This is an optimization exercise on Yosys and OpenROAD, whose aim is small area, not a production implementation. The RTL was checked by simulation tests, not by an equivalence proof against the original design. The clock input has no modelled driver; a real chip could not lean on it and would need a root buffer or a full tree. Power figures rest on the tool's default switching activity, not on a simulated workload.

v25:
## dragonbridge_top
module dragonbridge_top(
		input wire clk,
		input wire rst_n,
		output wire[2:0] led,
		input wire rxd,
		output wire txd,
		output wire cs_n,
		output wire sck,
		output wire mosi,
		input wire miso,
		input wire i2c_sda_i,
		output wire i2c_sda_o,
		output wire i2c_scl_o
	);
For scale: about 570 cells after synthesis, about 110 flip-flops.
clock: 10.0 ns
lec_check: 0
cap_margin: 20
core_margin: 2
core_utilization: 60
place_density: 0.75
slew_margin: 20
standard.sh (not shown) runs the stock make flow with config.mk's settings and CLKGATE_MAP_FILE= SYNTH_SCRIPT=/design/flow/synth_recipe.tcl, a recipe that flattens the netlist after the stock synthesis.
==> flow/flow/run.sh <==
#!/bin/bash
# Own layout flow. It runs the standard flow (standard.sh) with three changes:
#  - synthesis: synth_recipe.tcl unchanged, except that Yosys's final ABC technology
#    mapping (after the registers are mapped, so the registers are the standard
#    synthesis's) is run with each of the area-oriented scripts flow/abc_*.script,
#    and the smallest result is kept;
#  - port buffers: every input and output port still gets a buffer, but a buf_1;
#  - clock tree: built by flow/my_cts.tcl (the PRE_CTS_TCL hook) instead of TritonCTS:
#    the clock port drives four clkbuf cells, each driving a quarter of the flip-flops.
# Each tool's full log stays in orfs/logs/...; make's own output goes to flow_make.log.
set -o pipefail
HERE=$(pwd)
export MY_ABC_SCRIPTS="$(ls $HERE/flow/abc_*.script | tr '\n' ' ')"
cat > $HERE/my_synth.tcl <<'EOT'
proc abc {args} {
  set i [lsearch $args -script]
  if {$i < 0} { yosys abc {*}$args; return }
  set libargs ""
  foreach lib $::env(LIB_FILES) { append libargs "-liberty $lib " }
  yosys design -save pre_abc
  set besta 1e18
  set bestsc ""
  foreach sc $::env(MY_ABC_SCRIPTS) {
    yosys design -load pre_abc
    set a $args
    lset a [expr {$i+1}] $sc
    yosys abc {*}$a
    set txt [yosys tee -q -s result.string stat {*}$libargs]
    if {[regexp {Chip area for module[^:]*:\s*([0-9.]+)} $txt -> area]} {
      puts "MYABC $sc area $area"
      if {$area < $besta} { set besta $area; set bestsc $sc; yosys design -save best_abc }
    }
  }
  puts "MYABC best $bestsc $besta"
  yosys design -load best_abc
}
EOT
cat $HERE/synth_recipe.tcl >> $HERE/my_synth.tcl
export MY_CLK_BUF=sky130_fd_sc_hd__clkbuf_16 MY_CLK_NX=2 MY_CLK_NY=2
bash standard.sh "SYNTH_SCRIPT=$HERE/my_synth.tcl" "PRE_CTS_TCL=$HERE/flow/my_cts.tcl" "BUFFER_PORTS_ARGS=-buffer_cell sky130_fd_sc_hd__buf_1" finish > $HERE/flow_make.log 2>&1
Other scripts of this flow, unchanged in this note and not shown: flow/flow/abc_0.script, flow/flow/abc_1.script, flow/flow/abc_2.script, flow/flow/abc_3.script, flow/flow/abc_4.script, flow/flow/abc_5.script, flow/flow/abc_6.script, flow/flow/abc_7.script, flow/flow/abc_8.script, flow/flow/my_cts.tcl
What v19 does differently from v25 at the input level:
diff --git a/flow/design.v b/flow/design.v
--- a/flow/design.v
+++ b/flow/design.v
@@ -89,23 +89,23 @@
 	reg txd_r;
 	reg ack;
 	reg sck_r;
 	reg mosi_r;
 	reg scl_r;
 	reg sda_r;
 	reg[15:0] cnt;
 	wire p1 = (cnt == 16'd0);
 	wire p2 = (cnt == {1'b0, idiv[15:1]});
 	wire clk_act = (st == I_CLK) | i_act;
-	wire t_udiv = (T == udiv);
-	wire t_sdiv = (T[7:0] == sdiv);
-	wire pulse = (T[7:0] == 8'd0);
+	wire tz = (T == 9'd0);
+	wire pulse = tz;
+	wire t_udiv = tz;
 	wire c15 = (C == 4'hF);
 	wire spi_last = (st == S_SGT) & pulse & c15;
 	wire i_p1h = p1 & scl_r;
 	wire i_p1l = p1 & ~scl_r;
 	assign led = {cs_n, txd, rxd};
 	assign txd = txd_r;
 	assign cs_n = cs_r;
 	assign sck = sck_r;
 	assign mosi = mosi_r;
 	assign i2c_sda_o = sda_r;
@@ -125,25 +125,24 @@
 		if(rst)
 			sda_r <= 1'b1;
 		else if(((st == I_FLAG) | (st == I_CLK)) & ~op[1] & i_p1l)
 			sda_r <= ~op[0];
 		else if((st == I_CLK) & i_p1h)
 			sda_r <= op[0];
 		else if(i_act & i_p1l)
 			sda_r <= D[8];
 		if(i_act & i_p1h & c15)
 			ack <= i2c_sda_i;
-		case(st)
-			S_SRQ, S_SGT: T <= (spi_last | t_sdiv) ? 9'd0 : T + 9'd1;
-			S_TXW: T <= t_udiv ? 9'd0 : T + 9'd1;
-			default: T <= 9'd0;
-		endcase
+		if((st == S_SRQ) | (st == S_TXST) | tz)
+			T <= ((st == S_SRQ) | (st == S_SGT)) ? {1'b0, sdiv} : udiv;
+		else
+			T <= T - 9'd1;
 		if(st == S_IDLE)
 			C <= {2'b00, rb[1:0]};
 		else if(st == S_SRQ)
 			C <= 4'd0;
 		else if(st == S_SGT)
 		begin
 			if(pulse)
 				C <= C + 4'd1;
 		end
 		else if((st == I_FLAG) & op[1] & i_p1h)
@@ -152,30 +151,29 @@
 			C <= C + 4'd1;
 		case(st)
 			S_IDLE: if(rdy)
 			begin
 				if(rb[1])	 
 					D <= {~hack, 8'hFF};
 				else
 					D <= {8'h80, ~ack};
 			end
 			A_TEST, A_SPIGET, A_WRGET, A_BAUDH: if(rdy) D <= {1'b1, rb};
-			S_SGT: if(pulse & C[0]) D <= {D[7:0], miso};
+			S_SGT: if(pulse & C[0]) D[7:0] <= {D[6:0], miso};
 			I_FLAG: if(op[1] & i_p1h) D <= {D[7:0], D[8]};
 			I_ACTW, I_ACTR: if(i_p1h)
 			begin
 				if(c15)
 					D[8] <= 1'b1;
 				else if(C != 4'd6)
 					D <= {D[7:0], i2c_sda_i};
 			end
-			S_TXST: D[8] <= 1'b1;
 			S_TXW: if(t_udiv) D <= {1'b0, D[8:1]};
 			default: ;
 		endcase
 		if(rst)
 			txd_r <= 1'b1;
 		else if(st == S_TXST)
 			txd_r <= 1'b0;
 		else if((st == S_TXW) & t_udiv)
 			txd_r <= D[0] | (D == 9'd0);
 		if(rst)
==> run notes <==
Diff v25 -> v19 | leakage dissipation | up slightly
v25 and v19 ended up with roughly the same maximum frequency.
Power after layout, v19 and v25: lower on v25
Note that the number of library cell types mapped by synthesis recorded for v19 amounts to 1.09 times the value seen in v25.
v19 against v25: clock period minus final worst setup slack saw an increase, final worst slack fell by 0.0097 ns, area after synthesis lower.
Number of cells in the finished layout apart from fillers of v19 falls short of that of v25 by a few percent.
Comparing v25 with v19, the final period utilization came out essentially unchanged.
No run of this note takes its clock network from TritonCTS; it comes from the design's own scripts or RTL.

[re-timing with driven ports]
No port has a modelled driver above. Below, the same layouts with a new extraction and two added sets of constraints. Step 1, drivers: a clkbuf_16 drives clk and a buf_2 each remaining input, both assumed. Step 2 adds t to the input delays and takes it off the output delays; t is the mean of the earliest and latest rising clock arrival at the registers after step 1. Input paths then give back, and output paths get back, about the clock's delay inside the block. Slacks: ideal ports / drivers / drivers and shift; pairs: ideal ports / drivers.
run | shift t [ns] | slack for setup (ns) | slew at the worst register clock pin (ns) | pins driven straight from the clock port
v25 | 0.251 | 5.770 / 5.747 / 5.747 | 0.11 / 0.11 | 4
v19 | 0.245 | 5.760 / 5.738 / 5.738 | 0.11 / 0.11 | 4
After both steps every run listed still meets setup and hold. For v25, which loses most, drivers alone change the setup slack by -0.023 ns; drivers and shift together by -0.023 ns.
